Context: an optimization exercise on an open-source flow, tuned for a short achievable clock period and few clock cycles. The choices shown serve that exercise and are no tape-out recipe.
The flow treats the clock pin as an ideal source. Dropping or thinning the clock tree relies on that and would not hold on a real chip.
Power figures rest on the tool's default switching activity, not on a simulated workload.

==> run a: inputs <==
## MCU
module MCU(clk,reset,imem_addr,imem_data,dmem_addr,dmem_we,dmem_wdata,dmem_rdata,
           in_data,out_we,out_addr,out_data);
input clk,reset;
output [7:0] imem_addr;
input [16:0] imem_data;
output [7:0] dmem_addr;
output dmem_we;
output [7:0] dmem_wdata;
input [7:0] dmem_rdata;
input [7:0] in_data;
output out_we;
output [7:0] out_addr, out_data;
localparam [4:0] OP_ADD = 5'b00001, OP_ANI = 5'b00010, OP_ADI = 5'b00011,
                 OP_SUB = 5'b00100, OP_SLT = 5'b00101, OP_NOT = 5'b00110,
                 OP_LD  = 5'b00111, OP_ST  = 5'b01000, OP_MOV = 5'b01001,
                 OP_JMP = 5'b01010, OP_JMR = 5'b01011, OP_JML = 5'b01100,
                 OP_ORI = 5'b01101, OP_XOR = 5'b01110, OP_SHL = 5'b01111,
                 OP_SHR = 5'b10001, OP_BZ  = 5'b10010, OP_BNZ = 5'b10011,
                 OP_IN  = 5'b10100, OP_OUT = 5'b10101;
reg [7:0]  pc_f;         
reg        kill_f;       
reg [16:0] ir_d;         
reg [7:0]  pc1_d;        
reg        kill_d;       
reg [7:0]  a_ex, b_ex;   
reg [7:0]  a2_ex, b2_ex;   
reg [7:0]  q_addr;       
reg [7:0]  q_wdata;      
reg [2:0]  sh_ex;
reg [7:0]  mskl_ex, mskr_ex;   
reg [2:0]  da_ex;
reg        rw_ex, mw_ex, out_ex;
reg        add_ex, sub_ex, slt_ex, and_ex, or_ex, xor_ex, not_ex, mov_ex,
           shl_ex, shr_ex, ld_ex, in_ex;
reg        bz_ex, bnz_ex, jr_ex, jpc_ex;
reg        pend_ex;      
reg [7:0]  t_ex;         
reg [7:0]  t1_ex;        
reg        az_ex;        
reg        fc_v;         
reg [7:0]  fc_key;       
reg [7:0]  fc_s;         
reg [7:0]  fc_t;         
reg [7:0]  fc_x3;        
reg [2:0]  fc_r;         
reg        fc_pol;       
reg        fold_f;       
reg        fold_v;       
reg        fv_pred;      
reg [7:0]  rf [1:7];
reg        rfz [1:7];    
wire [7:0] alu_ex;       
wire [7:0] res_ex;       
wire       zr_ex, zall_ex;
MCU_alu u_alu (.a(a_ex), .b(b_ex), .a2(a2_ex), .b2(b2_ex), .sh(sh_ex), .mskl(mskl_ex), .mskr(mskr_ex),
               .op_add(add_ex), .op_sub(sub_ex), .op_slt(slt_ex), .op_and(and_ex),
  ...
export LEC_CHECK = 0
export ABC_CLOCK_PERIOD_IN_PS = 2000
export CAP_MARGIN = 20
export CORE_MARGIN = 2
export CORE_UTILIZATION = 40
export SLEW_MARGIN = 20
export SYNTH_HIERARCHICAL = 1
export TNS_END_PERCENT = 100
create_clock -name core_clock -period 8.0 [get_ports {clk}]
standard.sh (not shown) runs the stock make flow with config.mk's settings and CLKGATE_MAP_FILE= SYNTH_SCRIPT=/design/flow/synth_recipe.tcl, a recipe that flattens the netlist after the stock synthesis.
==> flow/flow/run.sh <==
#!/bin/bash
set -euo pipefail
bash standard.sh SETUP_SLACK_MARGIN=5.5 MATCH_CELL_FOOTPRINT=0 \
  "BUFFER_PORTS_ARGS=-buffer_cell sky130_fd_sc_hd__buf_4" finish > standard_flow.log 2>&1
==> inputs of run b, as changes to run a <==
==> flow/flow/run.sh (replaced) <==
#!/bin/bash
# The standard layout (standard.sh: the standard synthesis, floorplan,
# placement, CTS and routing) with these changes:
#  - ports are buffered with buf_4 (later resized) instead of delay cells;
#  - the clock tree is two levels of clkbuf_16 (four, then twelve) (flow/manual_cts.tcl,
#    sourced by ORFS's cts.tcl in place of TritonCTS).
# The SDC and the clock period are unchanged.
set -euo pipefail
bash standard.sh SETUP_SLACK_MARGIN=5.5 MATCH_CELL_FOOTPRINT=0 \
  "BUFFER_PORTS_ARGS=-buffer_cell sky130_fd_sc_hd__buf_4" \
  "PRE_CTS_TCL=$PWD/flow/manual_cts.tcl" finish > standard_flow.log 2>&1
==> flow/flow/manual_cts.tcl (new file) <==
# Sourced by ORFS's cts.tcl before it builds the clock tree (PRE_CTS_TCL).
# Replaces TritonCTS with a two-level tree of clkbuf_16: the clock port
# drives four buffers, one at the centre of each quarter of the flip-flops;
# each drives three leaf buffers, one at the centre of each third of its
# quarter, which drive the flip-flops.  Everything else in cts.tcl (timing
# repair, detailed placement) runs as usual.
proc mcts_centre { g } {
  set sx 0; set sy 0
  foreach s $g { incr sx [lindex $s 1]; incr sy [lindex $s 2] }
  return [list [expr { $sx / [llength $g] }] [expr { $sy / [llength $g] }]]
}

proc mcts_split { g k idx } {
  set srt [lsort -integer -index $idx $g]
  set n [llength $srt]
  set out {}
  for { set i 0 } { $i < $k } { incr i } {
    set a [expr { ($n * $i) / $k }]
    set b [expr { ($n * ($i + 1)) / $k - 1 }]
    lappend out [lrange $srt $a $b]
  }
  return $out
}

proc mcts_buffer { block master name in_net xy } {
  set inst [odb::dbInst_create $block $master $name]
  set net [odb::dbNet_create $block "net_$name"]
  $net setSigType CLOCK
  [$inst findITerm A] connect $in_net
  [$inst findITerm X] connect $net
  $inst setLocation [lindex $xy 0] [lindex $xy 1]
  $inst setPlacementStatus PLACED
  return $net
}

proc clock_tree_synthesis { args } {
  set block [ord::get_db_block]
  set master [[ord::get_db] findMaster sky130_fd_sc_hd__clkbuf_16]
  set clk [$block findNet clk]
  $clk setSigType CLOCK
  set sinks {}
  foreach it [$clk getITerms] {
    if { [$it isInputSignal] } {
      set bb [[$it getInst] getBBox]
      lappend sinks [list $it [expr { ([$bb xMin] + [$bb xMax]) / 2 }] \
        [expr { ([$bb yMin] + [$bb yMax]) / 2 }]]
    }
  }
  puts "manual_cts: [llength $sinks] clock sinks"
  set quarters {}
  foreach half [mcts_split $sinks 2 1] {
    foreach q [mcts_split $half 2 2] { lappend quarters $q }
  }
  set i 0
  foreach q $quarters {
    set c [mcts_centre $q]
    set n1 [mcts_buffer $block $master "clkbuf_m_$i" $clk $c]
    puts "manual_cts: clkbuf_m_$i at $c"
    set j 0
    foreach leaf [mcts_split $q 3 [expr { 1 + $i % 2 }]] {
      set lc [mcts_centre $leaf]
      set n2 [mcts_buffer $block $master "clkbuf_m_${i}_$j" $n1 $lc]
      foreach s $leaf {
        set it [lindex $s 0]
        $it disconnect
        $it connect $n2
      }
      puts "manual_cts: clkbuf_m_${i}_$j at $lc drives [llength $leaf] sinks"
      incr j
    }
    incr i
  }
  set_propagated_clock [all_clocks]
}
==> results.yml <==
status:
  status: "timing/DRC/antenna clean"
worst_setup_path:
  arrival_ns: 4.13
detailed_routing:
  drt_iter0_markers: 1414
  routed.top_layer: "met4"
layout:
  final_cells: 2082
  nNonClkInverters: 94
  post-route-util_pct: 50.71
power_and_ir_drop:
  p_clk_share_pct: 25.4
the above is filed under run a

==> results.yml <==
sta:
  drv_slew: 0
layout:
  final_cells: 2057
  dominant_cells: "multi-input combinational cells"
  nNonClkInverters: 95
  post-route-util_pct: 49.59
worst_setup_path:
  rr_startpoint: "a2_ex[1]"
  worstPathCellList: "buf_4 > ha_1 > nor3_2 > nand4b_1 > and3_1 > nand4_1 > buf_6 > xor2_4 > nor2_4 > nor2_4 > o2111a_2 > buf_6 > and2_4 > a21oi_2 > o221a_1 > o211ai_1 > o311ai_1 > mux2_4"
  arrival_ns: 3.79
detailed_routing:
  routed.top_layer: "met5"
  drt_iter0_markers: 1582
power_and_ir_drop:
  p_clk_share_pct: 17.1
  pwr-share-seq_pct: 39.4
status:
  status: "timing/DRC/antenna clean"
min_path:
  min_path_cells: 0
the above is filed under run b

No run of this note included a check of the RTL's function; only the layout flow was run. In run b the design's own scripts or RTL, not TritonCTS, make the clock network.

-- afterwards: timing with drivers on the ports --
In the flow no input, the clock included, has a driving cell. The finished layouts below were timed again as built, in two steps.
Step 1 sets driving cells, clkbuf_16 on the clock port and buf_2 on the other inputs (assumed; they add their load-dependent delay and slew).
Step 2, shift: input delay + t, output delay - t, t = (earliest + latest rising clock arrival at the registers) / 2. This alone moves slack from input paths to output paths.
a / b / c = ideal ports / drivers / drivers and shift; a / b = the first two.
run | t (ns) | setup WS [ns] | worst register clock-pin slew, ns | worst slew at a driven data input, ns | cell pins on the clock port's net
run a | 0.601 | 4.347 / 4.347 / 4.347 | 0.07 / 0.07 | 0.07 | 1
run b | 0.406 | 4.400 / 4.400 / 4.400 | 0.09 / 0.09 | 0.06 | 4
After both steps every run listed still meets setup and hold.
